From an optimization exercise on the open Yosys and OpenROAD flow, aimed at small area; shortcuts taken in it are not production practice. Function was checked by simulation only, so behaviour that the tests miss may differ from the original.

===== design/flow/config.mk =====
export PLATFORM = sky130hd
export DESIGN_NAME = con_5x5
export DESIGN_NICKNAME = con_5x5
export VERILOG_FILES = /design/flow/design.v
export SDC_FILE = /design/flow/constraint.sdc
export NUM_CORES = 4
export LEC_CHECK = 0
export ABC_AREA = 1
export CAP_MARGIN = 20
export CORE_MARGIN = 2
export CORE_UTILIZATION = 40
export CTS_CLUSTER_DIAMETER = 150
export CTS_CLUSTER_SIZE = 20
export SLEW_MARGIN = 20

===== design/flow/constraint.sdc =====
create_clock -name core_clock -period 14.0 [get_ports {clk}]
set_input_delay 2.8000 -clock core_clock [delete_from_list [all_inputs] [get_ports {clk}]]
set_output_delay 2.8000 -clock core_clock [all_outputs]
set_load 0.01 [all_outputs]

===== design/flow/design.v =====
`timescale 1ns/1ns
module con_5x5(
	input rst_n,
	input clk,
	input ena,
	input [15:0] data,
	output reg valid,
	output reg finish,
	output [15:0] result
	);
	reg [3:0] core_num;
	reg [7:0] pics_num;
	reg [1:0] pics_num_add;
	always @(posedge clk or negedge rst_n) begin
		if (!rst_n) begin
			core_num <= 4'h0;
			pics_num <= 8'h0;
			pics_num_add <= 2'b00;
			finish <= 1'b0;
		end
		else if (ena) begin
			if (core_num < 4'h9)
				core_num <= core_num + 1'b1;
			else if (core_num == 4'h9) begin
				pics_num <= pics_num + 1'b1;
				if (pics_num > 8'h8)
					pics_num_add <= (pics_num_add == 2'd3) ? 2'd1 : pics_num_add + 1'b1;
			end
		end
		else if (pics_num > 8'h50 && pics_num < 8'h55) begin
			pics_num <= pics_num + 1'b1;
			case (pics_num_add)
				2'd3: pics_num_add <= 2'd1;
				2'd2: pics_num_add <= 2'd3;
				2'd1: pics_num_add <= 2'd2;
				default: pics_num_add <= 2'd0;
			endcase
			finish <= (pics_num == 8'h54);
		end
		else begin
			pics_num <= 8'h0;
			pics_num_add <= 2'd0;
			core_num <= 4'h9;
			finish <= 1'b0;
		end
	end
	always @(posedge clk or negedge rst_n) begin
		if (!rst_n) valid <= 1'b0;
		else valid <= (pics_num_add == 2'd3);
	end
	reg [15:0] kr [0:2][0:2];
	reg [1:0] kph;
	wire kload = ena && (core_num < 4'h9);
	integer q;
	always @(posedge clk) begin
		for (q = 0; q < 3; q = q + 1) begin
			kr[q][0] <= kr[q][1];
			kr[q][1] <= kr[q][2];
			kr[q][2] <= (kload && core_num >= 3*q && core_num < 3*q+3) ? data : kr[q][0];
		end
		kph <= (kload && core_num == 4'd8) ? 2'd0 : (kph == 2'd0) ? 2'd1 : (kph == 2'd1) ? 2'd2 : 2'd0;
	end
	reg [15:0] b0, b1, b2;
	always @(posedge clk) begin
		b0 <= data;
		b1 <= b0;
		b2 <= b1;
	end
	wire mv = (pics_num_add == 2'd3) ? (pics_num <= 8'd81)
		: (pics_num == 8'd3 || pics_num == 8'd6 || pics_num == 8'd9);
	wire mdown = (pics_num == 8'd24 || pics_num == 8'd39 || pics_num == 8'd54 || pics_num == 8'd69);
	wire mleft = (pics_num >= 8'd27 && pics_num <= 8'd36) || (pics_num >= 8'd57 && pics_num <= 8'd66);
	reg [15:0] pr [0:2][0:2];
	reg [1:0] wo;
	wire [15:0] nw [0:2];
	assign nw[0] = b2;
	assign nw[1] = b1;
	assign nw[2] = b0;
	wire mh = mv && !mdown;                  
	reg [1:0] wo_n;
	always @(*) begin
		wo_n = wo;
		if (pics_num == 8'd3)    
			wo_n = 2'd0;
		else if (mh) begin
			if (mleft)
				wo_n = (wo == 2'd0) ? 2'd1 : (wo == 2'd1) ? 2'd2 : 2'd0;
			else
				wo_n = (wo == 2'd1) ? 2'd0 : (wo == 2'd2) ? 2'd1 : 2'd2;
		end
	end
	reg [1:0] ins;
	always @(*) begin
		if (mleft)    
			ins = (wo_n == 2'd1) ? 2'd2 : (wo_n == 2'd2) ? 2'd1 : 2'd0;
		else          
			ins = (wo_n == 2'd1) ? 2'd1 : (wo_n == 2'd2) ? 2'd0 : 2'd2;
	end
	wire dn = mv && mdown;
	reg [2:0] s_ins;                         
	reg [2:0] s_b0, s_b1, s_b2;              
	reg [2:0] s_rot2;                        
	integer i, s;
	always @(*) begin
		for (s = 0; s < 3; s = s + 1) begin
			s_ins[s] = mh && (ins == s);
			s_b2[s] = dn && (((s + wo) % 3) == 0);
			s_b1[s] = dn && (((s + wo) % 3) == 1);
			s_b0[s] = (dn && (((s + wo) % 3) == 2)) || s_ins[s];
			s_rot2[s] = !dn && !s_ins[s];
		end
	end
	always @(posedge clk) begin
		wo <= wo_n;
		for (s = 0; s < 3; s = s + 1) begin
			for (i = 0; i < 2; i = i + 1)
				pr[i][s] <= ({16{s_ins[s]}} & nw[i])
					| ({16{dn}} & pr[i+1][(s + 1) % 3])
					| ({16{!dn && !s_ins[s]}} & pr[i][(s + 1) % 3]);
			pr[2][s] <= ({16{s_b0[s]}} & b0) | ({16{s_b1[s]}} & b1)
				| ({16{s_b2[s]}} & b2) | ({16{s_rot2[s]}} & pr[2][(s + 1) % 3]);
		end
	end
	reg [1:0] psel;
	reg [1:0] pk;
	always @(*) begin
		case ({kph, pics_num_add})
			{2'd2, 2'd0}, {2'd0, 2'd1}, {2'd1, 2'd2}, {2'd2, 2'd3}: pk = 2'd0;
			{2'd0, 2'd0}, {2'd1, 2'd1}, {2'd2, 2'd2}, {2'd0, 2'd3}: pk = 2'd1;
			default: pk = 2'd2;
		endcase
	end
	always @(posedge clk) begin
		case ({pk, wo_n})
			{2'd0, 2'd0}, {2'd1, 2'd1}, {2'd2, 2'd2}: psel <= 2'd0;
			{2'd1, 2'd0}, {2'd2, 2'd1}, {2'd0, 2'd2}: psel <= 2'd1;
			default: psel <= 2'd2;
		endcase
	end
	reg [15:0] ka [0:2];
	reg [15:0] pa [0:2];
	always @(*) begin
		for (i = 0; i < 3; i = i + 1) begin
			ka[i] = kr[i][0];
			case (psel)
				2'd0: pa[i] = pr[i][0];
				2'd1: pa[i] = pr[i][1];
				default: pa[i] = pr[i][2];
			endcase
		end
	end
	wire [15:0] t0, t1, t2;
	bmul m0(.a(ka[0]), .b(pa[0]), .t(t0));
	bmul m1(.a(ka[1]), .b(pa[1]), .t(t1));
	bmul m2(.a(ka[2]), .b(pa[2]), .t(t2));
	reg [15:0] acc;
	wire keep = pics_num_add[1];
	always @(posedge clk)
		acc <= (keep ? acc : 16'h0) + t0 + t1 + t2;
	assign result = acc;
endmodule
module bmul(input [15:0] a, input [15:0] b, output [15:0] t);
  wire b8000 = b[15] & ~(|b[14:0]);
  wire b4000 = b[14] & ~(|b[13:0]);
  wire one0 = a[0] ^ 1'b0;
  wire two0 = (a[1] & ~a[0] & ~1'b0) | (~a[1] & a[0] & 1'b0);
  wire neg0 = a[1] & ~(b8000 | (two0 & b4000));
  wire w_n1 = neg0 ^ (one0 & b[0]);
  wire w_n2 = neg0 ^ ((one0 & b[1]) | (two0 & b[0]));
  wire w_n3 = neg0 ^ ((one0 & b[2]) | (two0 & b[1]));
  wire w_n4 = neg0 ^ ((one0 & b[3]) | (two0 & b[2]));
  wire w_n5 = neg0 ^ ((one0 & b[4]) | (two0 & b[3]));
  wire w_n6 = neg0 ^ ((one0 & b[5]) | (two0 & b[4]));
  wire w_n7 = neg0 ^ ((one0 & b[6]) | (two0 & b[5]));
  wire w_n8 = neg0 ^ ((one0 & b[7]) | (two0 & b[6]));
  wire w_n9 = neg0 ^ ((one0 & b[8]) | (two0 & b[7]));
  wire w_n10 = neg0 ^ ((one0 & b[9]) | (two0 & b[8]));
  wire w_n11 = neg0 ^ ((one0 & b[10]) | (two0 & b[9]));
  wire w_n12 = neg0 ^ ((one0 & b[11]) | (two0 & b[10]));
  wire w_n13 = neg0 ^ ((one0 & b[12]) | (two0 & b[11]));
  wire w_n14 = neg0 ^ ((one0 & b[13]) | (two0 & b[12]));
  wire w_n15 = neg0 ^ ((one0 & b[14]) | (two0 & b[13]));
  wire w_n16 = ~(neg0 ^ ((one0 & b[15]) | (two0 & b[14])));
  wire one1 = a[2] ^ a[1];
  wire two1 = (a[3] & ~a[2] & ~a[1]) | (~a[3] & a[2] & a[1]);
  wire neg1 = a[3] & ~(b8000 | (two1 & b4000));
  wire w_n17 = neg1 ^ (one1 & b[0]);
  wire w_n18 = neg1 ^ ((one1 & b[1]) | (two1 & b[0]));
  wire w_n19 = neg1 ^ ((one1 & b[2]) | (two1 & b[1]));
  wire w_n20 = neg1 ^ ((one1 & b[3]) | (two1 & b[2]));
  wire w_n21 = neg1 ^ ((one1 & b[4]) | (two1 & b[3]));
  wire w_n22 = neg1 ^ ((one1 & b[5]) | (two1 & b[4]));
  wire w_n23 = neg1 ^ ((one1 & b[6]) | (two1 & b[5]));
  wire w_n24 = neg1 ^ ((one1 & b[7]) | (two1 & b[6]));
  wire w_n25 = neg1 ^ ((one1 & b[8]) | (two1 & b[7]));
  wire w_n26 = neg1 ^ ((one1 & b[9]) | (two1 & b[8]));
  wire w_n27 = neg1 ^ ((one1 & b[10]) | (two1 & b[9]));
  wire w_n28 = neg1 ^ ((one1 & b[11]) | (two1 & b[10]));
  wire w_n29 = neg1 ^ ((one1 & b[12]) | (two1 & b[11]));
  wire w_n30 = neg1 ^ ((one1 & b[13]) | (two1 & b[12]));
  wire w_n31 = neg1 ^ ((one1 & b[14]) | (two1 & b[13]));
  wire w_n32 = ~(neg1 ^ ((one1 & b[15]) | (two1 & b[14])));
  wire one2 = a[4] ^ a[3];
  wire two2 = (a[5] & ~a[4] & ~a[3]) | (~a[5] & a[4] & a[3]);
  wire neg2 = a[5] & ~(b8000 | (two2 & b4000));
  wire w_n33 = neg2 ^ (one2 & b[0]);
  wire w_n34 = neg2 ^ ((one2 & b[1]) | (two2 & b[0]));
  wire w_n35 = neg2 ^ ((one2 & b[2]) | (two2 & b[1]));
  wire w_n36 = neg2 ^ ((one2 & b[3]) | (two2 & b[2]));
  wire w_n37 = neg2 ^ ((one2 & b[4]) | (two2 & b[3]));
  wire w_n38 = neg2 ^ ((one2 & b[5]) | (two2 & b[4]));
  wire w_n39 = neg2 ^ ((one2 & b[6]) | (two2 & b[5]));
  wire w_n40 = neg2 ^ ((one2 & b[7]) | (two2 & b[6]));
  wire w_n41 = neg2 ^ ((one2 & b[8]) | (two2 & b[7]));
  wire w_n42 = neg2 ^ ((one2 & b[9]) | (two2 & b[8]));
  wire w_n43 = neg2 ^ ((one2 & b[10]) | (two2 & b[9]));
  wire w_n44 = neg2 ^ ((one2 & b[11]) | (two2 & b[10]));
  wire w_n45 = neg2 ^ ((one2 & b[12]) | (two2 & b[11]));
  wire w_n46 = neg2 ^ ((one2 & b[13]) | (two2 & b[12]));
  wire w_n47 = neg2 ^ ((one2 & b[14]) | (two2 & b[13]));
  wire w_n48 = ~(neg2 ^ ((one2 & b[15]) | (two2 & b[14])));
  wire one3 = a[6] ^ a[5];
  wire two3 = (a[7] & ~a[6] & ~a[5]) | (~a[7] & a[6] & a[5]);
  wire neg3 = a[7] & ~(b8000 | (two3 & b4000));
  wire w_n49 = neg3 ^ (one3 & b[0]);
  wire w_n50 = neg3 ^ ((one3 & b[1]) | (two3 & b[0]));
  wire w_n51 = neg3 ^ ((one3 & b[2]) | (two3 & b[1]));
  wire w_n52 = neg3 ^ ((one3 & b[3]) | (two3 & b[2]));
  wire w_n53 = neg3 ^ ((one3 & b[4]) | (two3 & b[3]));
  wire w_n54 = neg3 ^ ((one3 & b[5]) | (two3 & b[4]));
  wire w_n55 = neg3 ^ ((one3 & b[6]) | (two3 & b[5]));
  wire w_n56 = neg3 ^ ((one3 & b[7]) | (two3 & b[6]));
  wire w_n57 = neg3 ^ ((one3 & b[8]) | (two3 & b[7]));
  wire w_n58 = neg3 ^ ((one3 & b[9]) | (two3 & b[8]));
  wire w_n59 = neg3 ^ ((one3 & b[10]) | (two3 & b[9]));
  wire w_n60 = neg3 ^ ((one3 & b[11]) | (two3 & b[10]));
  wire w_n61 = neg3 ^ ((one3 & b[12]) | (two3 & b[11]));
  wire w_n62 = neg3 ^ ((one3 & b[13]) | (two3 & b[12]));
  wire w_n63 = neg3 ^ ((one3 & b[14]) | (two3 & b[13]));
  wire w_n64 = ~(neg3 ^ ((one3 & b[15]) | (two3 & b[14])));
  wire one4 = a[8] ^ a[7];
  wire two4 = (a[9] & ~a[8] & ~a[7]) | (~a[9] & a[8] & a[7]);
  wire neg4 = a[9] & ~(b8000 | (two4 & b4000));
  wire w_n65 = neg4 ^ (one4 & b[0]);
  wire w_n66 = neg4 ^ ((one4 & b[1]) | (two4 & b[0]));
  wire w_n67 = neg4 ^ ((one4 & b[2]) | (two4 & b[1]));
  wire w_n68 = neg4 ^ ((one4 & b[3]) | (two4 & b[2]));
  wire w_n69 = neg4 ^ ((one4 & b[4]) | (two4 & b[3]));
  wire w_n70 = neg4 ^ ((one4 & b[5]) | (two4 & b[4]));
  wire w_n71 = neg4 ^ ((one4 & b[6]) | (two4 & b[5]));
  wire w_n72 = neg4 ^ ((one4 & b[7]) | (two4 & b[6]));
  wire w_n73 = neg4 ^ ((one4 & b[8]) | (two4 & b[7]));
  wire w_n74 = neg4 ^ ((one4 & b[9]) | (two4 & b[8]));
  wire w_n75 = neg4 ^ ((one4 & b[10]) | (two4 & b[9]));
  wire w_n76 = neg4 ^ ((one4 & b[11]) | (two4 & b[10]));
  wire w_n77 = neg4 ^ ((one4 & b[12]) | (two4 & b[11]));
  wire w_n78 = neg4 ^ ((one4 & b[13]) | (two4 & b[12]));
  wire w_n79 = neg4 ^ ((one4 & b[14]) | (two4 & b[13]));
  wire w_n80 = ~(neg4 ^ ((one4 & b[15]) | (two4 & b[14])));
  wire one5 = a[10] ^ a[9];
  wire two5 = (a[11] & ~a[10] & ~a[9]) | (~a[11] & a[10] & a[9]);
  wire neg5 = a[11] & ~(b8000 | (two5 & b4000));
  wire w_n81 = neg5 ^ (one5 & b[0]);
  wire w_n82 = neg5 ^ ((one5 & b[1]) | (two5 & b[0]));
  wire w_n83 = neg5 ^ ((one5 & b[2]) | (two5 & b[1]));
  wire w_n84 = neg5 ^ ((one5 & b[3]) | (two5 & b[2]));
  wire w_n85 = neg5 ^ ((one5 & b[4]) | (two5 & b[3]));
  wire w_n86 = neg5 ^ ((one5 & b[5]) | (two5 & b[4]));
  wire w_n87 = neg5 ^ ((one5 & b[6]) | (two5 & b[5]));
  wire w_n88 = neg5 ^ ((one5 & b[7]) | (two5 & b[6]));
  wire w_n89 = neg5 ^ ((one5 & b[8]) | (two5 & b[7]));
  wire w_n90 = neg5 ^ ((one5 & b[9]) | (two5 & b[8]));
  wire w_n91 = neg5 ^ ((one5 & b[10]) | (two5 & b[9]));
  wire w_n92 = neg5 ^ ((one5 & b[11]) | (two5 & b[10]));
  wire w_n93 = neg5 ^ ((one5 & b[12]) | (two5 & b[11]));
  wire w_n94 = neg5 ^ ((one5 & b[13]) | (two5 & b[12]));
  wire w_n95 = neg5 ^ ((one5 & b[14]) | (two5 & b[13]));
  wire w_n96 = ~(neg5 ^ ((one5 & b[15]) | (two5 & b[14])));
  wire one6 = a[12] ^ a[11];
  wire two6 = (a[13] & ~a[12] & ~a[11]) | (~a[13] & a[12] & a[11]);
  wire neg6 = a[13] & ~(b8000 | (two6 & b4000));
  wire w_n97 = neg6 ^ (one6 & b[0]);
  wire w_n98 = neg6 ^ ((one6 & b[1]) | (two6 & b[0]));
  wire w_n99 = neg6 ^ ((one6 & b[2]) | (two6 & b[1]));
  wire w_n100 = neg6 ^ ((one6 & b[3]) | (two6 & b[2]));
  wire w_n101 = neg6 ^ ((one6 & b[4]) | (two6 & b[3]));
  wire w_n102 = neg6 ^ ((one6 & b[5]) | (two6 & b[4]));
  wire w_n103 = neg6 ^ ((one6 & b[6]) | (two6 & b[5]));
  wire w_n104 = neg6 ^ ((one6 & b[7]) | (two6 & b[6]));
  wire w_n105 = neg6 ^ ((one6 & b[8]) | (two6 & b[7]));
  wire w_n106 = neg6 ^ ((one6 & b[9]) | (two6 & b[8]));
  wire w_n107 = neg6 ^ ((one6 & b[10]) | (two6 & b[9]));
  wire w_n108 = neg6 ^ ((one6 & b[11]) | (two6 & b[10]));
  wire w_n109 = neg6 ^ ((one6 & b[12]) | (two6 & b[11]));
  wire w_n110 = neg6 ^ ((one6 & b[13]) | (two6 & b[12]));
  wire w_n111 = neg6 ^ ((one6 & b[14]) | (two6 & b[13]));
  wire w_n112 = ~(neg6 ^ ((one6 & b[15]) | (two6 & b[14])));
  wire one7 = a[14] ^ a[13];
  wire two7 = (a[15] & ~a[14] & ~a[13]) | (~a[15] & a[14] & a[13]);
  wire neg7 = a[15] & ~(b8000 | (two7 & b4000));
  wire w_n113 = neg7 ^ (one7 & b[0]);
  wire w_n114 = neg7 ^ ((one7 & b[1]) | (two7 & b[0]));
  wire w_n115 = neg7 ^ ((one7 & b[2]) | (two7 & b[1]));
  wire w_n116 = neg7 ^ ((one7 & b[3]) | (two7 & b[2]));
  wire w_n117 = neg7 ^ ((one7 & b[4]) | (two7 & b[3]));
  wire w_n118 = neg7 ^ ((one7 & b[5]) | (two7 & b[4]));
  wire w_n119 = neg7 ^ ((one7 & b[6]) | (two7 & b[5]));
  wire w_n120 = neg7 ^ ((one7 & b[7]) | (two7 & b[6]));
  wire w_n121 = neg7 ^ ((one7 & b[8]) | (two7 & b[7]));
  wire w_n122 = neg7 ^ ((one7 & b[9]) | (two7 & b[8]));
  wire w_n123 = neg7 ^ ((one7 & b[10]) | (two7 & b[9]));
  wire w_n124 = neg7 ^ ((one7 & b[11]) | (two7 & b[10]));
  wire w_n125 = neg7 ^ ((one7 & b[12]) | (two7 & b[11]));
  wire w_n126 = neg7 ^ ((one7 & b[13]) | (two7 & b[12]));
  wire w_n127 = neg7 ^ ((one7 & b[14]) | (two7 & b[13]));
  wire w_n128 = ~(neg7 ^ ((one7 & b[15]) | (two7 & b[14])));
  wire w_n129 = w_n11 ^ w_n25;
  wire w_n130 = w_n11 & w_n25;
  wire w_n131 = w_n12 ^ w_n26;
  wire w_n132 = w_n12 & w_n26;
  wire w_n133 = w_n13 ^ w_n27 ^ w_n41;
  wire w_n134 = (w_n13 & w_n27) | (w_n13 & w_n41) | (w_n27 & w_n41);
  wire w_n135 = w_n55 ^ w_n69;
  wire w_n136 = w_n55 & w_n69;
  wire w_n137 = w_n14 ^ w_n28 ^ w_n42;
  wire w_n138 = (w_n14 & w_n28) | (w_n14 & w_n42) | (w_n28 & w_n42);
  wire w_n139 = w_n56 ^ w_n70;
  wire w_n140 = w_n56 & w_n70;
  wire w_n141 = w_n15 ^ w_n29 ^ w_n43;
  wire w_n142 = (w_n15 & w_n29) | (w_n15 & w_n43) | (w_n29 & w_n43);
  wire w_n143 = w_n57 ^ w_n71 ^ w_n85;
  wire w_n144 = (w_n57 & w_n71) | (w_n57 & w_n85) | (w_n71 & w_n85);
  wire w_n145 = w_n99 ^ w_n113;
  wire w_n146 = w_n99 & w_n113;
  wire w_n147 = w_n16 ^ w_n30 ^ w_n44;
  wire w_n148 = (w_n16 & w_n30) | (w_n16 & w_n44) | (w_n30 & w_n44);
  wire w_n149 = w_n58 ^ w_n72 ^ w_n86;
  wire w_n150 = (w_n58 & w_n72) | (w_n58 & w_n86) | (w_n72 & w_n86);
  wire w_n151 = w_n100 ^ w_n114 ^ 1'b1;
  wire w_n152 = (w_n100 & w_n114) | (w_n100 & 1'b1) | (w_n114 & 1'b1);
  wire w_n153 = w_n31 ^ w_n45 ^ w_n59;
  wire w_n154 = (w_n31 & w_n45) | (w_n31 & w_n59) | (w_n45 & w_n59);
  wire w_n155 = w_n73 ^ w_n87 ^ w_n101;
  wire w_n156 = (w_n73 & w_n87) | (w_n73 & w_n101) | (w_n87 & w_n101);
  wire w_n157 = w_n115 ^ 1'b1;
  wire w_n158 = w_n115 & 1'b1;
  wire w_n159 = w_n32 ^ w_n46 ^ w_n60;
  wire w_n160 = (w_n32 & w_n46) | (w_n32 & w_n60) | (w_n46 & w_n60);
  wire w_n161 = w_n74 ^ w_n88 ^ w_n102;
  wire w_n162 = (w_n74 & w_n88) | (w_n74 & w_n102) | (w_n88 & w_n102);
  wire w_n163 = w_n47 ^ w_n61 ^ w_n75;
  wire w_n164 = (w_n47 & w_n61) | (w_n47 & w_n75) | (w_n61 & w_n75);
  wire w_n165 = w_n89 ^ w_n103;
  wire w_n166 = w_n89 & w_n103;
  wire w_n167 = w_n48 ^ w_n62 ^ w_n76;
  wire w_n168 = (w_n48 & w_n62) | (w_n48 & w_n76) | (w_n62 & w_n76);
  wire w_n169 = w_n63 ^ w_n77;
  wire w_n170 = w_n63 & w_n77;
  wire w_n171 = w_n7 ^ w_n21;
  wire w_n172 = w_n7 & w_n21;
  wire w_n173 = w_n8 ^ w_n22;
  wire w_n174 = w_n8 & w_n22;
  wire w_n175 = w_n9 ^ w_n23 ^ w_n37;
  wire w_n176 = (w_n9 & w_n23) | (w_n9 & w_n37) | (w_n23 & w_n37);
  wire w_n177 = w_n51 ^ w_n65;
  wire w_n178 = w_n51 & w_n65;
  wire w_n179 = w_n10 ^ w_n24 ^ w_n38;
  wire w_n180 = (w_n10 & w_n24) | (w_n10 & w_n38) | (w_n24 & w_n38);
  wire w_n181 = w_n52 ^ w_n66;
  wire w_n182 = w_n52 & w_n66;
  wire w_n183 = w_n129 ^ w_n39 ^ w_n53;
  wire w_n184 = (w_n129 & w_n39) | (w_n129 & w_n53) | (w_n39 & w_n53);
  wire w_n185 = w_n67 ^ w_n81 ^ neg5;
  wire w_n186 = (w_n67 & w_n81) | (w_n67 & neg5) | (w_n81 & neg5);
  wire w_n187 = w_n130 ^ w_n131 ^ w_n40;
  wire w_n188 = (w_n130 & w_n131) | (w_n130 & w_n40) | (w_n131 & w_n40);
  wire w_n189 = w_n54 ^ w_n68 ^ w_n82;
  wire w_n190 = (w_n54 & w_n68) | (w_n54 & w_n82) | (w_n68 & w_n82);
  wire w_n191 = w_n132 ^ w_n133 ^ w_n135;
  wire w_n192 = (w_n132 & w_n133) | (w_n132 & w_n135) | (w_n133 & w_n135);
  wire w_n193 = w_n83 ^ w_n97 ^ neg6;
  wire w_n194 = (w_n83 & w_n97) | (w_n83 & neg6) | (w_n97 & neg6);
  wire w_n195 = w_n134 ^ w_n136 ^ w_n137;
  wire w_n196 = (w_n134 & w_n136) | (w_n134 & w_n137) | (w_n136 & w_n137);
  wire w_n197 = w_n139 ^ w_n84 ^ w_n98;
  wire w_n198 = (w_n139 & w_n84) | (w_n139 & w_n98) | (w_n84 & w_n98);
  wire w_n199 = w_n138 ^ w_n140 ^ w_n141;
  wire w_n200 = (w_n138 & w_n140) | (w_n138 & w_n141) | (w_n140 & w_n141);
  wire w_n201 = w_n143 ^ w_n145 ^ neg7;
  wire w_n202 = (w_n143 & w_n145) | (w_n143 & neg7) | (w_n145 & neg7);
  wire w_n203 = w_n142 ^ w_n144 ^ w_n146;
  wire w_n204 = (w_n142 & w_n144) | (w_n142 & w_n146) | (w_n144 & w_n146);
  wire w_n205 = w_n147 ^ w_n149 ^ w_n151;
  wire w_n206 = (w_n147 & w_n149) | (w_n147 & w_n151) | (w_n149 & w_n151);
  wire w_n207 = w_n148 ^ w_n150 ^ w_n152;
  wire w_n208 = (w_n148 & w_n150) | (w_n148 & w_n152) | (w_n150 & w_n152);
  wire w_n209 = w_n153 ^ w_n155 ^ w_n157;
  wire w_n210 = (w_n153 & w_n155) | (w_n153 & w_n157) | (w_n155 & w_n157);
  wire w_n211 = w_n154 ^ w_n156 ^ w_n158;
  wire w_n212 = (w_n154 & w_n156) | (w_n154 & w_n158) | (w_n156 & w_n158);
  wire w_n213 = w_n159 ^ w_n161 ^ w_n116;
  wire w_n214 = (w_n159 & w_n161) | (w_n159 & w_n116) | (w_n161 & w_n116);
  wire w_n215 = w_n160 ^ w_n162 ^ w_n163;
  wire w_n216 = (w_n160 & w_n162) | (w_n160 & w_n163) | (w_n162 & w_n163);
  wire w_n217 = w_n165 ^ w_n117 ^ 1'b1;
  wire w_n218 = (w_n165 & w_n117) | (w_n165 & 1'b1) | (w_n117 & 1'b1);
  wire w_n219 = w_n164 ^ w_n166 ^ w_n167;
  wire w_n220 = (w_n164 & w_n166) | (w_n164 & w_n167) | (w_n166 & w_n167);
  wire w_n221 = w_n90 ^ w_n104 ^ w_n118;
  wire w_n222 = (w_n90 & w_n104) | (w_n90 & w_n118) | (w_n104 & w_n118);
  wire w_n223 = w_n168 ^ w_n169 ^ w_n91;
  wire w_n224 = (w_n168 & w_n169) | (w_n168 & w_n91) | (w_n169 & w_n91);
  wire w_n225 = w_n105 ^ w_n119 ^ 1'b1;
  wire w_n226 = (w_n105 & w_n119) | (w_n105 & 1'b1) | (w_n119 & 1'b1);
  wire w_n227 = w_n170 ^ w_n64 ^ w_n78;
  wire w_n228 = (w_n170 & w_n64) | (w_n170 & w_n78) | (w_n64 & w_n78);
  wire w_n229 = w_n92 ^ w_n106 ^ w_n120;
  wire w_n230 = (w_n92 & w_n106) | (w_n92 & w_n120) | (w_n106 & w_n120);
  wire w_n231 = w_n79 ^ w_n93 ^ w_n107;
  wire w_n232 = (w_n79 & w_n93) | (w_n79 & w_n107) | (w_n93 & w_n107);
  wire w_n233 = w_n121 ^ 1'b1;
  wire w_n234 = w_n121 & 1'b1;
  wire w_n235 = w_n80 ^ w_n94 ^ w_n108;
  wire w_n236 = (w_n80 & w_n94) | (w_n80 & w_n108) | (w_n94 & w_n108);
  wire w_n237 = w_n95 ^ w_n109;
  wire w_n238 = w_n95 & w_n109;
  wire w_n239 = w_n5 ^ w_n19;
  wire w_n240 = w_n5 & w_n19;
  wire w_n241 = w_n6 ^ w_n20;
  wire w_n242 = w_n6 & w_n20;
  wire w_n243 = w_n171 ^ w_n35 ^ w_n49;
  wire w_n244 = (w_n171 & w_n35) | (w_n171 & w_n49) | (w_n35 & w_n49);
  wire w_n245 = w_n172 ^ w_n173 ^ w_n36;
  wire w_n246 = (w_n172 & w_n173) | (w_n172 & w_n36) | (w_n173 & w_n36);
  wire w_n247 = w_n174 ^ w_n175 ^ w_n177;
  wire w_n248 = (w_n174 & w_n175) | (w_n174 & w_n177) | (w_n175 & w_n177);
  wire w_n249 = w_n176 ^ w_n178 ^ w_n179;
  wire w_n250 = (w_n176 & w_n178) | (w_n176 & w_n179) | (w_n178 & w_n179);
  wire w_n251 = w_n180 ^ w_n182 ^ w_n183;
  wire w_n252 = (w_n180 & w_n182) | (w_n180 & w_n183) | (w_n182 & w_n183);
  wire w_n253 = w_n184 ^ w_n186 ^ w_n187;
  wire w_n254 = (w_n184 & w_n186) | (w_n184 & w_n187) | (w_n186 & w_n187);
  wire w_n255 = w_n188 ^ w_n190 ^ w_n191;
  wire w_n256 = (w_n188 & w_n190) | (w_n188 & w_n191) | (w_n190 & w_n191);
  wire w_n257 = w_n192 ^ w_n194 ^ w_n195;
  wire w_n258 = (w_n192 & w_n194) | (w_n192 & w_n195) | (w_n194 & w_n195);
  wire w_n259 = w_n196 ^ w_n198 ^ w_n199;
  wire w_n260 = (w_n196 & w_n198) | (w_n196 & w_n199) | (w_n198 & w_n199);
  wire w_n261 = w_n200 ^ w_n202 ^ w_n203;
  wire w_n262 = (w_n200 & w_n202) | (w_n200 & w_n203) | (w_n202 & w_n203);
  wire w_n263 = w_n204 ^ w_n206 ^ w_n207;
  wire w_n264 = (w_n204 & w_n206) | (w_n204 & w_n207) | (w_n206 & w_n207);
  wire w_n265 = w_n208 ^ w_n210 ^ w_n211;
  wire w_n266 = (w_n208 & w_n210) | (w_n208 & w_n211) | (w_n210 & w_n211);
  wire w_n267 = w_n212 ^ w_n214 ^ w_n215;
  wire w_n268 = (w_n212 & w_n214) | (w_n212 & w_n215) | (w_n214 & w_n215);
  wire w_n269 = w_n216 ^ w_n218 ^ w_n219;
  wire w_n270 = (w_n216 & w_n218) | (w_n216 & w_n219) | (w_n218 & w_n219);
  wire w_n271 = w_n220 ^ w_n222 ^ w_n223;
  wire w_n272 = (w_n220 & w_n222) | (w_n220 & w_n223) | (w_n222 & w_n223);
  wire w_n273 = w_n224 ^ w_n226 ^ w_n227;
  wire w_n274 = (w_n224 & w_n226) | (w_n224 & w_n227) | (w_n226 & w_n227);
  wire w_n275 = w_n228 ^ w_n230 ^ w_n231;
  wire w_n276 = (w_n228 & w_n230) | (w_n228 & w_n231) | (w_n230 & w_n231);
  wire w_n277 = w_n232 ^ w_n234 ^ w_n235;
  wire w_n278 = (w_n232 & w_n234) | (w_n232 & w_n235) | (w_n234 & w_n235);
  wire w_n279 = w_n236 ^ w_n237 ^ w_n123;
  wire w_n280 = (w_n236 & w_n237) | (w_n236 & w_n123) | (w_n237 & w_n123);
  wire w_n281 = w_n238 ^ w_n96 ^ w_n110;
  wire w_n282 = (w_n238 & w_n96) | (w_n238 & w_n110) | (w_n96 & w_n110);
  wire w_n283 = w_n111 ^ w_n125;
  wire w_n284 = w_n111 & w_n125;
  wire w_n285 = w_n3 ^ w_n17;
  wire w_n286 = w_n3 & w_n17;
  wire w_n287 = w_n4 ^ w_n18;
  wire w_n288 = w_n4 & w_n18;
  wire w_n289 = w_n239 ^ w_n33 ^ neg2;
  wire w_n290 = (w_n239 & w_n33) | (w_n239 & neg2) | (w_n33 & neg2);
  wire w_n291 = w_n240 ^ w_n241 ^ w_n34;
  wire w_n292 = (w_n240 & w_n241) | (w_n240 & w_n34) | (w_n241 & w_n34);
  wire w_n293 = w_n242 ^ w_n243 ^ neg3;
  wire w_n294 = (w_n242 & w_n243) | (w_n242 & neg3) | (w_n243 & neg3);
  wire w_n295 = w_n244 ^ w_n245 ^ w_n50;
  wire w_n296 = (w_n244 & w_n245) | (w_n244 & w_n50) | (w_n245 & w_n50);
  wire w_n297 = w_n246 ^ w_n247 ^ neg4;
  wire w_n298 = (w_n246 & w_n247) | (w_n246 & neg4) | (w_n247 & neg4);
  wire w_n299 = w_n248 ^ w_n249 ^ w_n181;
  wire w_n300 = (w_n248 & w_n249) | (w_n248 & w_n181) | (w_n249 & w_n181);
  wire w_n301 = w_n250 ^ w_n251 ^ w_n185;
  wire w_n302 = (w_n250 & w_n251) | (w_n250 & w_n185) | (w_n251 & w_n185);
  wire w_n303 = w_n252 ^ w_n253 ^ w_n189;
  wire w_n304 = (w_n252 & w_n253) | (w_n252 & w_n189) | (w_n253 & w_n189);
  wire w_n305 = w_n254 ^ w_n255 ^ w_n193;
  wire w_n306 = (w_n254 & w_n255) | (w_n254 & w_n193) | (w_n255 & w_n193);
  wire w_n307 = w_n256 ^ w_n257 ^ w_n197;
  wire w_n308 = (w_n256 & w_n257) | (w_n256 & w_n197) | (w_n257 & w_n197);
  wire w_n309 = w_n258 ^ w_n259 ^ w_n201;
  wire w_n310 = (w_n258 & w_n259) | (w_n258 & w_n201) | (w_n259 & w_n201);
  wire w_n311 = w_n260 ^ w_n261 ^ w_n205;
  wire w_n312 = (w_n260 & w_n261) | (w_n260 & w_n205) | (w_n261 & w_n205);
  wire w_n313 = w_n262 ^ w_n263 ^ w_n209;
  wire w_n314 = (w_n262 & w_n263) | (w_n262 & w_n209) | (w_n263 & w_n209);
  wire w_n315 = w_n264 ^ w_n265 ^ w_n213;
  wire w_n316 = (w_n264 & w_n265) | (w_n264 & w_n213) | (w_n265 & w_n213);
  wire w_n317 = w_n266 ^ w_n267 ^ w_n217;
  wire w_n318 = (w_n266 & w_n267) | (w_n266 & w_n217) | (w_n267 & w_n217);
  wire w_n319 = w_n268 ^ w_n269 ^ w_n221;
  wire w_n320 = (w_n268 & w_n269) | (w_n268 & w_n221) | (w_n269 & w_n221);
  wire w_n321 = w_n270 ^ w_n271 ^ w_n225;
  wire w_n322 = (w_n270 & w_n271) | (w_n270 & w_n225) | (w_n271 & w_n225);
  wire w_n323 = w_n272 ^ w_n273 ^ w_n229;
  wire w_n324 = (w_n272 & w_n273) | (w_n272 & w_n229) | (w_n273 & w_n229);
  wire w_n325 = w_n274 ^ w_n275 ^ w_n233;
  wire w_n326 = (w_n274 & w_n275) | (w_n274 & w_n233) | (w_n275 & w_n233);
  wire w_n327 = w_n276 ^ w_n277 ^ w_n122;
  wire w_n328 = (w_n276 & w_n277) | (w_n276 & w_n122) | (w_n277 & w_n122);
  wire w_n329 = w_n278 ^ w_n279 ^ 1'b1;
  wire w_n330 = (w_n278 & w_n279) | (w_n278 & 1'b1) | (w_n279 & 1'b1);
  wire w_n331 = w_n280 ^ w_n281 ^ w_n124;
  wire w_n332 = (w_n280 & w_n281) | (w_n280 & w_n124) | (w_n281 & w_n124);
  wire w_n333 = w_n282 ^ w_n283 ^ 1'b1;
  wire w_n334 = (w_n282 & w_n283) | (w_n282 & 1'b1) | (w_n283 & 1'b1);
  wire w_n335 = w_n284 ^ w_n112 ^ w_n126;
  wire w_n336 = (w_n284 & w_n112) | (w_n284 & w_n126) | (w_n112 & w_n126);
  wire w_n337 = w_n127 ^ 1'b1;
  wire w_n338 = w_n127 & 1'b1;
  wire w_n339 = w_n1 & neg0;
  wire w_n340 = w_n2 & w_n339;
  wire w_n341 = (w_n285 & neg1) | (w_n285 & w_n340) | (neg1 & w_n340);
  wire w_n342 = (w_n286 & w_n287) | (w_n286 & w_n341) | (w_n287 & w_n341);
  wire w_n343 = (w_n288 & w_n289) | (w_n288 & w_n342) | (w_n289 & w_n342);
  wire w_n344 = (w_n290 & w_n291) | (w_n290 & w_n343) | (w_n291 & w_n343);
  wire w_n345 = (w_n292 & w_n293) | (w_n292 & w_n344) | (w_n293 & w_n344);
  wire w_n346 = (w_n294 & w_n295) | (w_n294 & w_n345) | (w_n295 & w_n345);
  wire w_n347 = (w_n296 & w_n297) | (w_n296 & w_n346) | (w_n297 & w_n346);
  wire w_n348 = (w_n298 & w_n299) | (w_n298 & w_n347) | (w_n299 & w_n347);
  wire w_n349 = (w_n300 & w_n301) | (w_n300 & w_n348) | (w_n301 & w_n348);
  wire w_n350 = (w_n302 & w_n303) | (w_n302 & w_n349) | (w_n303 & w_n349);
  wire w_n351 = w_n304 ^ w_n305 ^ w_n350;
  wire w_n352 = (w_n304 & w_n305) | (w_n304 & w_n350) | (w_n305 & w_n350);
  wire w_n353 = w_n306 ^ w_n307 ^ w_n352;
  wire w_n354 = (w_n306 & w_n307) | (w_n306 & w_n352) | (w_n307 & w_n352);
  wire w_n355 = w_n308 ^ w_n309 ^ w_n354;
  wire w_n356 = (w_n308 & w_n309) | (w_n308 & w_n354) | (w_n309 & w_n354);
  wire w_n357 = w_n310 ^ w_n311 ^ w_n356;
  wire w_n358 = (w_n310 & w_n311) | (w_n310 & w_n356) | (w_n311 & w_n356);
  wire w_n359 = w_n312 ^ w_n313 ^ w_n358;
  wire w_n360 = (w_n312 & w_n313) | (w_n312 & w_n358) | (w_n313 & w_n358);
  wire w_n361 = w_n314 ^ w_n315 ^ w_n360;
  wire w_n362 = (w_n314 & w_n315) | (w_n314 & w_n360) | (w_n315 & w_n360);
  wire w_n363 = w_n316 ^ w_n317 ^ w_n362;
  wire w_n364 = (w_n316 & w_n317) | (w_n316 & w_n362) | (w_n317 & w_n362);
  wire w_n365 = w_n318 ^ w_n319 ^ w_n364;
  wire w_n366 = (w_n318 & w_n319) | (w_n318 & w_n364) | (w_n319 & w_n364);
  wire w_n367 = w_n320 ^ w_n321 ^ w_n366;
  wire w_n368 = (w_n320 & w_n321) | (w_n320 & w_n366) | (w_n321 & w_n366);
  wire w_n369 = w_n322 ^ w_n323 ^ w_n368;
  wire w_n370 = (w_n322 & w_n323) | (w_n322 & w_n368) | (w_n323 & w_n368);
  wire w_n371 = w_n324 ^ w_n325 ^ w_n370;
  wire w_n372 = (w_n324 & w_n325) | (w_n324 & w_n370) | (w_n325 & w_n370);
  wire w_n373 = w_n326 ^ w_n327 ^ w_n372;
  wire w_n374 = (w_n326 & w_n327) | (w_n326 & w_n372) | (w_n327 & w_n372);
  wire w_n375 = w_n328 ^ w_n329 ^ w_n374;
  wire w_n376 = (w_n328 & w_n329) | (w_n328 & w_n374) | (w_n329 & w_n374);
  wire w_n377 = w_n330 ^ w_n331 ^ w_n376;
  wire w_n378 = (w_n330 & w_n331) | (w_n330 & w_n376) | (w_n331 & w_n376);
  wire w_n379 = w_n332 ^ w_n333 ^ w_n378;
  wire w_n380 = (w_n332 & w_n333) | (w_n332 & w_n378) | (w_n333 & w_n378);
  wire w_n381 = (w_n334 & w_n335) | (w_n334 & w_n380) | (w_n335 & w_n380);
  wire w_n382 = (w_n336 & w_n337) | (w_n336 & w_n381) | (w_n337 & w_n381);
  wire w_n383 = (w_n338 & w_n128) | (w_n338 & w_n382) | (w_n128 & w_n382);
  wire w_n384 = 1'b1 ^ w_n383;
  assign t = {w_n384, w_n379, w_n377, w_n375, w_n373, w_n371, w_n369, w_n367, w_n365, w_n363, w_n361, w_n359, w_n357, w_n355, w_n353, w_n351};
endmodule

===== design/flow/run.sh =====
#!/bin/bash
# synth_recipe.tcl (not shown) runs the flow's synth.tcl, then flattens the netlist and writes it again
# the make line also repeats each setting of config.mk as NAME=value (left out here)
make -C /OpenROAD-flow-scripts/flow DESIGN_CONFIG=/design/flow/config.mk WORK_HOME=/design/flow/orfs CLKGATE_MAP_FILE= SYNTH_SCRIPT=/design/flow/synth_recipe.tcl finish

==> tab_implementation.tex, run 1 <==
\begin{tabular}{lr}
\hline
Metric & Value \\
\hline
\multicolumn{2}{l}{\textbf{Worst setup path}} \\
\quad Last element of the critical path & acc[15] \\
\quad Critical path startpoint category & flop \\
\quad Critical path arrival & 13.61 ns \\
\quad Cell type with the highest occurrence count on the critical path & sky130\_fd\_sc\_hd\_\_fa\_1 \\
\quad Number of cells traversed by the worst register-to-register path & 51 \\
\quad Cell with the largest stage delay on the worst path & sky130\_fd\_sc\_hd\_\_dfxtp\_2 \\
\quad Worst Setup SP & psel[1] \\
\quad Launch instance of the worst register-to-register path & psel[1] \\
\quad Kind of end point of the critical path & flop \\
\quad Crit Path Class & flop to flop \\
\quad Critical path buffer and inverter count & 10 \\
\quad Crit path depth & 51 \\
\quad Critical path's top delay family & adder cells \\
\quad Worst-path fanout max & 32 \\
\quad Peak per-stage delay on the critical path & 0.89 ns \\
\quad Required time reported for the critical path endpoint & 14.45 ns \\
\quad Reg-to-reg endpoint & acc[15] \\
\multicolumn{2}{l}{\textbf{GRT}} \\
\quad Residual overflow from global routing & 0 \\
\quad Initial antenna violation count & 5 \\
\quad GRT Total Usage & 22.0\% \\
\quad Maximum number of pins on one net before global-route repair & 96 \\
\quad Via count of the first global-routing pass & 24200 \\
\quad Global-route wire length before repair & 137000 µm \\
\multicolumn{2}{l}{\textbf{Placement}} \\
\quad DPL Wire Length & 63700 µm \\
\quad Number of placed instances, taps included & 4600 \\
\quad Count of input and output buffers & 36 \\
\quad Final GP Congestion & 0.907 \\
\quad Placement-stage cell area & 31300 µm² \\
\multicolumn{2}{l}{\textbf{Route}} \\
\quad Vias & 24800 \\
\quad Remaining antenna violation count after routing & 0 \\
\quad Number of search-and-repair iterations in the first detailed-routing pass & 6 \\
\quad Met1 Wirelength & 37900 µm \\
\quad Detailed-route wire length per cell & 18.5 µm \\
\quad Total wirelength of the detailed-routed design & 85500 µm \\
\quad Met2 wirelength from detailed routing & 39800 µm \\
\quad Total DRC errors in the routed layout & 0 \\
\quad Ratio of routed vias to standard cells & 5.36 \\
\quad Highest layer used for signal routing & met5 \\
\quad Met3 Routed Length & 5270 µm \\
\quad DRC marker count from the first detailed-route iteration & 2120 \\
\multicolumn{2}{l}{\textbf{Final layout}} \\
\quad Register area & 7570 µm² \\
\quad Number of filler instances in the final layout & 7638 \\
\quad Non-filler cells, final & 4634 \\
\quad Post-Layout Inst Area & 31900 µm² \\
\quad Fin util & 42.2\% \\
\quad Combined area of the multi-input logic cells & 19700 µm² \\
\quad Final net count & 4075 \\
\quad Share of final-layout standard cells stronger than drive strength 1 & 3.23\% \\
\quad Signed area change from the synthesized netlist to the final layout & 5.03\% \\
\multicolumn{2}{l}{\textbf{Clock tree}} \\
\quad Quantity of hold-fixing buffers added after cts & 0 \\
\quad TritonCTS sink count & 374 \\
\quad Clk slew on worst S/H paths & 0.09 ns \\
\quad CTS tree & built \\
\quad Clock tree root buffer cell & sky130\_fd\_sc\_hd\_\_clkbuf\_16 \\
\quad CTS resizes & 0 \\
\quad Worst-skew pair later-pin latency & 0.57 ns \\
\quad Number of post-CTS setup repair buffers & 0 \\
\quad Number of H-tree levels & 1 \\
\quad Maximum buffer depth of the clock tree & 3 \\
\quad Number of buffers inserted during clock tree synthesis & 23 \\
\multicolumn{2}{l}{\textbf{STA}} \\
\quad Total negative slack & 0 ns \\
\quad Total of endpoints with negative setup slack in the final report & 0 \\
\quad Setup clock skew after layout & 0.0361 ns \\
\quad Clock period minus worst slack & 13.16 ns \\
\quad Worst Max-Slew Pin Slew & 1.03 ns \\
\quad Final Hold Vio Count & 0 \\
\quad Worst slew margin relative to its limit & 31.2\% \\
\quad Peak clock frequency supported by timing & 76.0 MHz \\
\quad Max-slew violation count & 0 \\
\quad RSZ-0062 raised after global routing & no \\
\quad Share of the cycle needed by the critical path after routing & 94.0\% \\
\multicolumn{2}{l}{\textbf{Yosys}} \\
\quad Number of flip-flops and latches in the synthesized netlist & 374 \\
\quad Synthesized cell area & 30400 µm² \\
\quad Yosys cell types & 51 \\
\quad Yosys Warn Count & 9 \\
\quad Post-Synthesis Net Count & 4192 \\
\quad Part of the Yosys area used for sequential elements & 24.9\% \\
\quad Number of standard cells after synthesis & 3766 \\
\quad Number of enable flip-flop cells after synthesis & 0 \\
\quad Post-Synthesis Mean Instance Area & 8.07 µm² \\
\quad Post-synthesis async set-or-reset flop share & 4.28\% \\
\quad Most used flip-flop cell after synthesis & sky130\_fd\_sc\_hd\_\_dfxtp\_1 \\
\multicolumn{2}{l}{\textbf{Die}} \\
\quad Die width & 280 µm \\
\quad Core Footprint & 75600 µm² \\
\quad IO Count & 37 \\
\quad Die outline area & 78200 µm² \\
\quad Number of core rows & 101 \\
\quad Initial Util & 40.2\% \\
\quad Die span in y & 280 µm \\
\multicolumn{2}{l}{\textbf{Hold path}} \\
\quad Tightest Hold Check Type & flop to flop \\
\multicolumn{2}{l}{\textbf{Run status}} \\
\quad Run status & finished clean \\
\multicolumn{2}{l}{\textbf{Run}} \\
\quad Maximum capacitance violations & 0 \\
\hline
\end{tabular}
-- state kept, by name, summed over array words and instances, names as in the netlist --
| register | cells |
|---|---|
| psel | 2 |
| core_num | 4 |
| pics_num | 8 |
| b1 | 16 |
| kph | 2 |
| b2 | 16 |
| wo | 2 |
| finish | 1 |
| valid | 1 |
| pics_num_add | 2 |
| pr | 144 |
| acc | 16 |
| b0 | 16 |
| kr | 144 |
-- metrics by stage --
step	hold slack (ns)	setup slack [ns]
floorplan	0.310	2.52
global placement	0.310	0.889
detailed placement	0.312	0.792
CTS	0.320	0.743
global route	0.325	0.0673
finish	0.320	0.839
-- routing by layer --
| metal | track usage, % | vias up |
|---|---|---|
| li1 | - | 11800 |
| met1 | 30.8 | 12000 |
| met2 | 36.3 | 867 |
| met3 | 1.84 | 126 |
| met4 | 6.49 | 2 |
| met5 | 0 | - |
-- layout make-up --
class	instances	share of cell area, %
well taps	978	3.83
flip-flops and latches	374	23.7
multi-input cells	2592	61.7
inverters	602	7.09
repair inverters	1	0.0157
repair buffers	55	1.66
clock inverters	4	0.129
clock buffers	26	1.84
diodes	2	0.0157
-- worst reg2reg max path, delay by kind of cell (launching register included) --
kind                       cells  cell delay, ns
buffers and inverters         10            1.05
xor gates and xnor gates       2            0.44
DFF                            1            0.89
and+or+nand+nor               15            2.08
adders and majority gates     22            8.33
AOI/OAI and AO/OA              2            0.24
-- how the worst min path moves through the flow --
stage | from | end | slack, ns | cells after the start
6_report | kr[2][14] | kr[1][14] | 0.32 | 0
5_1_grt | kr[2][15] | kr[1][15] | 0.33 | 0
4_1_cts | kr[2][14] | kr[1][14] | 0.32 | 0
3_5_place_dp | kr[2][1] | kr[1][1] | 0.31 | 0
3_3_place_gp | kr[1][8] | kr[0][8] | 0.31 | 0
2_1_floorplan | kr[1][0] | kr[0][0] | 0.31 | 0
-- cell usage after synthesis (all sizes together) (3+ instances only) --
cell type    n  area share, %
o221ai       4           0.12
nor4         5           0.22
ha         101            4.2
nand2      782            9.9
dfrtp       16            1.3
xor2       230            6.7
a22oi       63            1.6
o22ai      338            7.0
dfxtp      358             24
a211oi       5           0.12
fa         306             20
nand3b       5           0.12
o21ai      136            2.2
clkbuf     133            1.6
buf         65            1.2
nor3         8           0.13
inv        600            7.4
a21oi       44           0.84
or2          8           0.16
xnor2      155            4.5
nand3      210            3.6
o211ai      51            1.3
and3         4          0.082
and2         3          0.062
nor2       125            1.7
-- placed cells by master (no fill, tap or decap), types with 18 or more instances in the layout --
| master | n |
|---|---|
| sky130_fd_sc_hd__nand2_1 | 759 |
| sky130_fd_sc_hd__inv_1 | 585 |
| sky130_fd_sc_hd__dfxtp_1 | 357 |
| sky130_fd_sc_hd__o22ai_1 | 338 |
| sky130_fd_sc_hd__fa_1 | 306 |
| sky130_fd_sc_hd__xor2_1 | 229 |
| sky130_fd_sc_hd__nand3_1 | 202 |
| sky130_fd_sc_hd__xnor2_1 | 155 |
| sky130_fd_sc_hd__o21ai_0 | 131 |
| sky130_fd_sc_hd__nor2_1 | 114 |
| sky130_fd_sc_hd__ha_1 | 101 |
| sky130_fd_sc_hd__a22oi_1 | 63 |
| sky130_fd_sc_hd__o211ai_1 | 50 |
| sky130_fd_sc_hd__a21oi_1 | 41 |
| sky130_fd_sc_hd__clkdlybuf4s50_1 | 36 |
| sky130_fd_sc_hd__clkbuf_16 | 23 |
| sky130_fd_sc_hd__nand2_2 | 18 |
-- cells by family after synthesis --
| logic type | count (synthesis) | synth area share (%) |
|---|---|---|
| buffers and inverters | 800 | 10.3 |
| DFF | 374 | 24.9 |
| AOI/OAI and AO/OA | 648 | 13.3 |
| xor gates and xnor gates | 385 | 11.1 |
| and+or+nand+nor | 1152 | 16.0 |
| adders and majority gates | 407 | 24.3 |
==> run 2: changes to the inputs <==
--- a/design/flow/config.mk
+++ b/design/flow/config.mk
@@ -9,6 +9,7 @@
 export CAP_MARGIN = 20
 export CORE_MARGIN = 2
 export CORE_UTILIZATION = 40
-export CTS_CLUSTER_DIAMETER = 150
-export CTS_CLUSTER_SIZE = 20
+export CTS_BUF_LIST = sky130_fd_sc_hd__clkbuf_8
+export CTS_CLUSTER_DIAMETER = 100
+export CTS_CLUSTER_SIZE = 14
 export SLEW_MARGIN = 20
==> tab_implementation.tex, run 2 <==
\begin{tabular}{lr}
\hline
Metric & Value \\
\hline
\multicolumn{2}{l}{\textbf{Route}} \\
\quad Remaining antenna violation count after routing & 0 (unchanged) \\
\quad Detailed-route wire length per cell & 18.5 µm (about the same) \\
\quad DRC marker count from the first detailed-route iteration & 2282 (was 2120) \\
\quad Number of search-and-repair iterations in the first detailed-routing pass & 6 (unchanged) \\
\quad Total DRC errors in the routed layout & 0 (unchanged) \\
\quad Vias & 25000 (was 24800) \\
\quad Total wirelength of the detailed-routed design & 86000 µm (was 85500 µm) \\
\quad Ratio of routed vias to standard cells & 5.37 (was 5.36) \\
\multicolumn{2}{l}{\textbf{Final layout}} \\
\quad Most common library cell in the layout ignoring fill and taps & sky130\_fd\_sc\_hd\_\_nand2\_1 (unchanged) \\
\quad Largest registers & kr x144, pr x144 (unchanged) \\
\quad Signed area change from the synthesized netlist to the final layout & 4.78\% (was 5.03\%) \\
\quad Number of filler instances in the final layout & 7648 (was 7638) \\
\quad Combined area of the multi-input logic cells & 19700 µm² (unchanged) \\
\quad Final net count & 4086 (was 4075) \\
\quad Leading cell types in the layout, fill and taps excluded & sky130\_fd\_sc\_hd\_\_nand2\_1, sky130\_fd\_sc\_hd\_\_inv\_1, sky130\_fd\_sc\_hd\_\_dfxtp\_1, sky130\_fd\_sc\_hd\_\_o22ai\_1, sky130\_fd\_sc\_hd\_\_fa\_1 (unchanged) \\
\quad Share of final-layout standard cells stronger than drive strength 1 & 3.65\% (was 3.23\%) \\
\quad Post-Layout Inst Area & 31800 µm² (was 31900 µm²) \\
\quad Register area & 7570 µm² (unchanged) \\
\multicolumn{2}{l}{\textbf{Worst setup path}} \\
\quad Cell type with the highest occurrence count on the critical path & sky130\_fd\_sc\_hd\_\_fa\_1 (unchanged) \\
\quad Critical path buffer and inverter count & 10 (unchanged) \\
\quad Critical path startpoint category & flop (unchanged) \\
\quad Worst-path fanout max & 32 (unchanged) \\
\quad Required time reported for the critical path endpoint & 14.52 ns (was 14.45 ns) \\
\quad Crit Path Class & flop to flop (unchanged) \\
\quad Peak per-stage delay on the critical path & 0.88 ns (was 0.89 ns) \\
\quad Critical path arrival & 13.66 ns (was 13.61 ns) \\
\quad Cell with the largest stage delay on the worst path & sky130\_fd\_sc\_hd\_\_dfxtp\_2 (unchanged) \\
\quad Critical path's top delay family & adder cells (unchanged) \\
\quad Kind of end point of the critical path & flop (unchanged) \\
\multicolumn{2}{l}{\textbf{STA}} \\
\quad Peak clock frequency supported by timing & 76.1 MHz (was 76.0 MHz) \\
\quad Worst hold slack after final layout & 0.295 ns (was 0.320 ns) \\
\quad Share of the cycle needed by the critical path after routing & 93.9\% (was 94.0\%) \\
\quad Final Hold Vio Count & 0 (unchanged) \\
\quad Worst Max-Slew Pin Slew & 1.03 ns (about the same) \\
\quad Total of endpoints with negative setup slack in the final report & 0 (unchanged) \\
\quad Total negative slack & 0 ns (unchanged) \\
\quad Setup clock skew after layout & 0.0732 ns (was 0.0361 ns) \\
\quad RSZ-0062 raised after global routing & no (unchanged) \\
\quad Max-slew violation count & 0 (unchanged) \\
\quad Worst slew margin relative to its limit & 31.0\% (was 31.2\%) \\
\quad Clock period minus worst slack & 13.14 ns (was 13.16 ns) \\
\multicolumn{2}{l}{\textbf{Placement}} \\
\quad DPL Wire Length & 63700 µm (unchanged) \\
\quad Final GP Congestion & 0.907 (unchanged) \\
\quad Placement-stage cell area & 31300 µm² (unchanged) \\
\quad Count of input and output buffers & 36 (unchanged) \\
\multicolumn{2}{l}{\textbf{Yosys}} \\
\quad Post-Synthesis Net Count & 4192 (unchanged) \\
\quad Yosys Warn Count & 9 (unchanged) \\
\quad Part of the Yosys area used for sequential elements & 24.9\% (unchanged) \\
\quad Post-synthesis async set-or-reset flop share & 4.28\% (unchanged) \\
\quad Post-Synthesis Mean Instance Area & 8.07 µm² (unchanged) \\
\quad Yosys cell types & 51 (unchanged) \\
\quad Number of standard cells after synthesis & 3766 (unchanged) \\
\quad Leading post-synthesis cells by cell area & sky130\_fd\_sc\_hd\_\_dfxtp\_1, sky130\_fd\_sc\_hd\_\_fa\_1, sky130\_fd\_sc\_hd\_\_nand2\_1 (unchanged) \\
\quad Synth top area share & 23.6\% (unchanged) \\
\quad Synthesized cell area & 30400 µm² (unchanged) \\
\quad Number of flip-flops and latches in the synthesized netlist & 374 (unchanged) \\
\quad Dominant cell by count in the synthesized netlist & sky130\_fd\_sc\_hd\_\_nand2\_1 (unchanged) \\
\quad Most used flip-flop cell after synthesis & sky130\_fd\_sc\_hd\_\_dfxtp\_1 (unchanged) \\
\quad Top cell types by occurrence after synthesis & sky130\_fd\_sc\_hd\_\_nand2\_1, sky130\_fd\_sc\_hd\_\_inv\_1, sky130\_fd\_sc\_hd\_\_dfxtp\_1 (unchanged) \\
\quad Number of enable flip-flop cells after synthesis & 0 (unchanged) \\
\quad Cell type with the largest total area after synthesis & sky130\_fd\_sc\_hd\_\_dfxtp\_1 (unchanged) \\
\multicolumn{2}{l}{\textbf{Clock tree}} \\
\quad Clk slew on worst S/H paths & 0.09 ns (about the same) \\
\quad Number of H-tree levels & 2 (was 1) \\
\quad Number of post-CTS setup repair buffers & 0 (unchanged) \\
\quad Maximum buffer depth of the clock tree & 3 (unchanged) \\
\quad Worst-skew pair later-pin latency & 0.64 ns (was 0.57 ns) \\
\quad Number of buffers inserted during clock tree synthesis & 34 (was 23) \\
\quad CTS tree & built (unchanged) \\
\quad TritonCTS sink count & 374 (unchanged) \\
\quad Clock tree root buffer cell & sky130\_fd\_sc\_hd\_\_clkbuf\_8 (was sky130\_fd\_sc\_hd\_\_clkbuf\_16) \\
\multicolumn{2}{l}{\textbf{GRT}} \\
\quad Met3 GRT Util & 2.13\% (was 1.84\%) \\
\quad Met2 track demand over resource & 36.0\% (was 36.3\%) \\
\quad Maximum number of pins on one net before global-route repair & 96 (unchanged) \\
\quad Initial antenna violation count & 7 (was 5) \\
\quad Global-route wire length before repair & 138000 µm (was 137000 µm) \\
\quad Via count of the first global-routing pass & 24400 (was 24200) \\
\quad GR Util met1 & 30.8\% (about the same) \\
\quad GRT Total Usage & 22.2\% (was 22.0\%) \\
\quad Gr busiest metal & met2 (unchanged) \\
\quad Residual overflow from global routing & 0 (unchanged) \\
\multicolumn{2}{l}{\textbf{Die}} \\
\quad Die width & 280 µm (unchanged) \\
\quad Die outline area & 78200 µm² (unchanged) \\
\quad IO Count & 37 (unchanged) \\
\quad Initial Util & 40.2\% (unchanged) \\
\quad Number of core rows & 101 (unchanged) \\
\quad Core Footprint & 75600 µm² (unchanged) \\
\quad Die span in y & 280 µm (unchanged) \\
\multicolumn{2}{l}{\textbf{Run status}} \\
\quad Run status & finished clean (unchanged) \\
\multicolumn{2}{l}{\textbf{Hold path}} \\
\quad Tightest Hold Check Type & flop to flop (unchanged) \\
\multicolumn{2}{l}{\textbf{Run}} \\
\quad Maximum capacitance violations & 0 (unchanged) \\
\hline
\end{tabular}
[run 2: kinds of logic (layout without fill, tap and decap cells)]
| logic type | Yosys count | after routing | share of synthesized area [%] |
|---|---|---|---|
| XOR/XNOR | 385 | 385 | 11.1 |
| AO/OA/AOI/OAI | 648 | 648 | 13.3 |
| AND/OR/NAND/NOR | 1152 | 1152 | 16.0 |
| buffers and inverters | 800 | 704 | 10.3 |
| other | 0 | 5 | 0 |
| adder cells (fa/ha/maj) | 407 | 407 | 24.3 |
| flip-flops | 374 | 374 | 24.9 |
[run 2: layout make-up]
| class | instances | area share [%] |
|---|---|---|
| clock buffer | 34 | 1.47 |
| multi-input combinational | 2592 | 61.8 |
| timing repair inverter | 1 | 0.0157 |
| clock inverter | 12 | 0.248 |
| timing repair buffer | 55 | 1.67 |
| tap | 978 | 3.84 |
| inverter | 602 | 7.11 |
| sequential | 374 | 23.8 |
| antenna | 5 | 0.0393 |
[run 2: metal layers]
metal  routed length [µm]  part of all wire (%)
met1                37900                    44
met2                39400                    46
met3                 5430                   6.3
met4                 3230                   3.8
met5                   12                 0.014
[run 2: final timing paths]
| kind | from | depth (start not counted) | end |
|---|---|---|---|
| max in group asynchronous | rst_n | 1 | core_num[2] |
| hold / removal | kr[5][8] | 0 | kr[4][8] |
| setup reg to reg | psel[1] | 51 | acc[15] |
| setup / recovery | psel[1] | 51 | acc[15] |
| hold reg to reg | kr[5][8] | 0 | kr[4][8] |
| min in group asynchronous | rst_n | 1 | pics_num[5] |
[run 2: worst register-to-register path, delay by kind of cell (launching register included)]
family	cells	cell delay (ns)
simple gates	15	2.09
xor+xnor	2	0.44
compound gates	2	0.24
fa+ha+maj	22	8.34
flops	1	0.88
buf+inv	10	1.04
[run 2: through the flow]
step | utilization, % | setup slack, ns | cells
floorplan | - | 2.52 | 3766
global placement | 41.3 | 0.889 | 4599
detailed placement | 41.4 | 0.792 | 4600
CTS | 42.1 | 0.735 | 4646
global route | 42.1 | 0.0742 | 4649
finish | 42.1 | 0.859 | 4653
[run 2: timing repair]
item,4_1_cts,5_1_grt
resized for setup,0,1
hold buffers,0,0
setup endpoints to repair,0,1
==> run 3: changes to the inputs <==
==> design/flow/flow/run.sh (new file) <==
#!/bin/bash
# Standard layout, except that the port buffers ORFS inserts before global
# placement are the smallest buffer (buf_1) instead of the default choice.
set -e
export BUFFER_PORTS_ARGS="-buffer_cell sky130_fd_sc_hd__buf_1"
printf '\nexport BUFFER_PORTS_ARGS = -buffer_cell sky130_fd_sc_hd__buf_1\n' >> config.mk
bash standard.sh > standard.log 2>&1
==> design/flow/standard.sh (new file) <==
#!/bin/bash
# synth_recipe.tcl (not shown) runs the flow's synth.tcl, then flattens the netlist and writes it again
# the make line also repeats each setting of config.mk as NAME=value (left out here)
make -C /OpenROAD-flow-scripts/flow DESIGN_CONFIG=/design/flow/config.mk WORK_HOME=/design/flow/orfs CLKGATE_MAP_FILE= SYNTH_SCRIPT=/design/flow/synth_recipe.tcl "${@:-finish}"
--- a/design/flow/config.mk
+++ b/design/flow/config.mk
@@ -13,3 +13,5 @@
 export CTS_CLUSTER_DIAMETER = 100
 export CTS_CLUSTER_SIZE = 14
 export SLEW_MARGIN = 20
+
+export BUFFER_PORTS_ARGS = -buffer_cell sky130_fd_sc_hd__buf_1
removed: design/flow/run.sh
==> tab_implementation.tex, run 3 <==
\begin{tabular}{lr}
\hline
Metric & Value \\
\hline
\multicolumn{2}{l}{\textbf{Run status}} \\
\quad Run status & finished clean (unchanged) \\
\multicolumn{2}{l}{\textbf{Yosys}} \\
\quad Post-synthesis async set-or-reset flop share & 4.28\% (unchanged) \\
\quad Synth top area share & 23.6\% (unchanged) \\
\quad Post-Synthesis Mean Instance Area & 8.07 µm² (unchanged) \\
\quad Number of enable flip-flop cells after synthesis & 0 (unchanged) \\
\quad Yosys Warn Count & 9 (unchanged) \\
\quad Dominant cell by count in the synthesized netlist & sky130\_fd\_sc\_hd\_\_nand2\_1 (unchanged) \\
\quad Part of the Yosys area used for sequential elements & 24.9\% (unchanged) \\
\quad Most used flip-flop cell after synthesis & sky130\_fd\_sc\_hd\_\_dfxtp\_1 (unchanged) \\
\quad Number of standard cells after synthesis & 3766 (unchanged) \\
\multicolumn{2}{l}{\textbf{Clock tree}} \\
\quad CTS tree & built (unchanged) \\
\quad TritonCTS sink count & 374 (unchanged) \\
\quad Clk slew on worst S/H paths & 0.10 ns (was 0.09 ns) \\
\quad Quantity of hold-fixing buffers added after cts & 0 (unchanged) \\
\multicolumn{2}{l}{\textbf{STA}} \\
\quad Max-slew violation count & 0 (unchanged) \\
\quad Worst Slack Setup Final & 0.811 ns (was 0.859 ns) \\
\quad Final Hold Vio Count & 0 (unchanged) \\
\quad Worst Max-Slew Pin Slew & 1.06 ns (was 1.03 ns) \\
\multicolumn{2}{l}{\textbf{Hold path}} \\
\quad Tightest Hold Check Type & flop to flop (unchanged) \\
\multicolumn{2}{l}{\textbf{Worst setup path}} \\
\quad Cell type with the highest occurrence count on the critical path & sky130\_fd\_sc\_hd\_\_fa\_1 (unchanged) \\
\quad Required time reported for the critical path endpoint & 14.53 ns (was 14.52 ns) \\
\quad Kind of end point of the critical path & flop (unchanged) \\
\quad Critical path arrival & 13.72 ns (was 13.66 ns) \\
\quad Crit Path Class & flop to flop (unchanged) \\
\multicolumn{2}{l}{\textbf{Final layout}} \\
\quad Largest registers & kr x144, pr x144 (unchanged) \\
\quad Signed area change from the synthesized netlist to the final layout & 3.66\% (was 4.78\%) \\
\multicolumn{2}{l}{\textbf{GRT}} \\
\quad Maximum number of pins on one net before global-route repair & 94 (was 96) \\
\quad GRT Total Usage & 22.0\% (was 22.2\%) \\
\quad Residual overflow from global routing & 0 (unchanged) \\
\multicolumn{2}{l}{\textbf{Die}} \\
\quad Number of core rows & 101 (unchanged) \\
\multicolumn{2}{l}{\textbf{Route}} \\
\quad Ratio of routed vias to standard cells & 5.36 (was 5.37) \\
\multicolumn{2}{l}{\textbf{Placement}} \\
\quad Count of input and output buffers & 36 (unchanged) \\
\hline
\end{tabular}
-- run 3: cell counts after synthesis --
No cell type changed its count.
-- run 3: path summary, 6_finish.rpt --
check	start	endpoint	depth (start not counted)
setup / recovery	psel[1]	acc[15]	52
hold reg to reg	kr[7][1]	kr[6][1]	0
max in group asynchronous	rst_n	core_num[1]	1
hold / removal	kr[7][1]	kr[6][1]	0
setup reg to reg	psel[1]	acc[15]	52
min in group asynchronous	rst_n	pics_num[5]	1
-- run 3: worst max-delay path, delay by kind of cell (launching register included) --
family | cells | cell delay, ns
compound gates | 2 | 0.27
xor+xnor | 2 | 0.53
fa+ha+maj | 21 | 8.01
buf+inv | 11 | 1.32
flops | 1 | 0.49
simple gates | 16 | 2.41
-- run 3: area by class of cell --
cell class                      count  area (µm²)
Clock buffer                       31         427
Tap cell                          978        1220
Antenna cell                        1        2.50
Timing Repair Buffer               55         278
Multi-Input combinational cell   2592       19700
Sequential cell                   374        7570
Clock inverter                      8        48.8
Fill cell                        7749       44100
Inverter                          602        2260
-- run 3: routing by layer --
layer	track usage (%)	share of wire, %	up-vias
li1	-	-	11800
met1	30.5	44	12100
met2	36.4	46	853
met3	2.09	6.1	101
met4	7.05	3.4	4
met5	0	0.029	-
-- run 3: stage by stage --
| stage | instance area (µm²) | cells | util [%] |
|---|---|---|---|
| global route | 31500 | 4641 | 41.7 |
| floorplan | 30400 | 3766 | - |
| CTS | 31500 | 4640 | 41.7 |
| global placement | 31000 | 4601 | 41.0 |
| detailed placement | 31000 | 4601 | 41.0 |
| finish | 31500 | 4641 | 41.7 |
-- run 3: logic make-up (layout without fill, tap and decap cells) --
family | after synthesis | count (layout) | share of synthesized area, %
and+or+nand+nor | 1152 | 1152 | 16.0
buffers and inverters | 800 | 696 | 10.3
AOI/OAI and AO/OA | 648 | 648 | 13.3
adders and majority gates | 407 | 407 | 24.3
xor gates and xnor gates | 385 | 385 | 11.1
DFF | 374 | 374 | 24.9
other | 0 | 1 | 0

-- what the ideal ports hide --
How much do the figures lean on ideal ports? The routed layouts below were timed once more, with nothing changed but the port constraints. Step 1: set_driving_cell puts a clkbuf_16 on clk and a buf_2 on each other input, an assumption about the parent block. Step 2, shift: input delay + t, output delay - t, t = (earliest + latest rising clock arrival at the registers) / 2. This alone moves slack from input paths to output paths. a / b / c = ideal ports / drivers / drivers and shift; a / b = the first two.
run | shift t [ns] | slack for setup (ns) | worst hold slack (ns) | worst data-port slew with drivers (ns) | pins driven straight from the clock port
run 1 | 0.612 | 0.839 / 0.839 / 0.839 | 0.320 / 0.320 / 0.320 | 0.10 | 1
run 2 | 0.662 | 0.859 / 0.859 / 0.859 | 0.295 / 0.295 / 0.295 | 0.09 | 1
run 3 | 0.703 | 0.811 / 0.811 / 0.811 | 0.287 / 0.287 / 0.287 | 0.10 | 1
After both steps setup and hold are still met in every run listed.
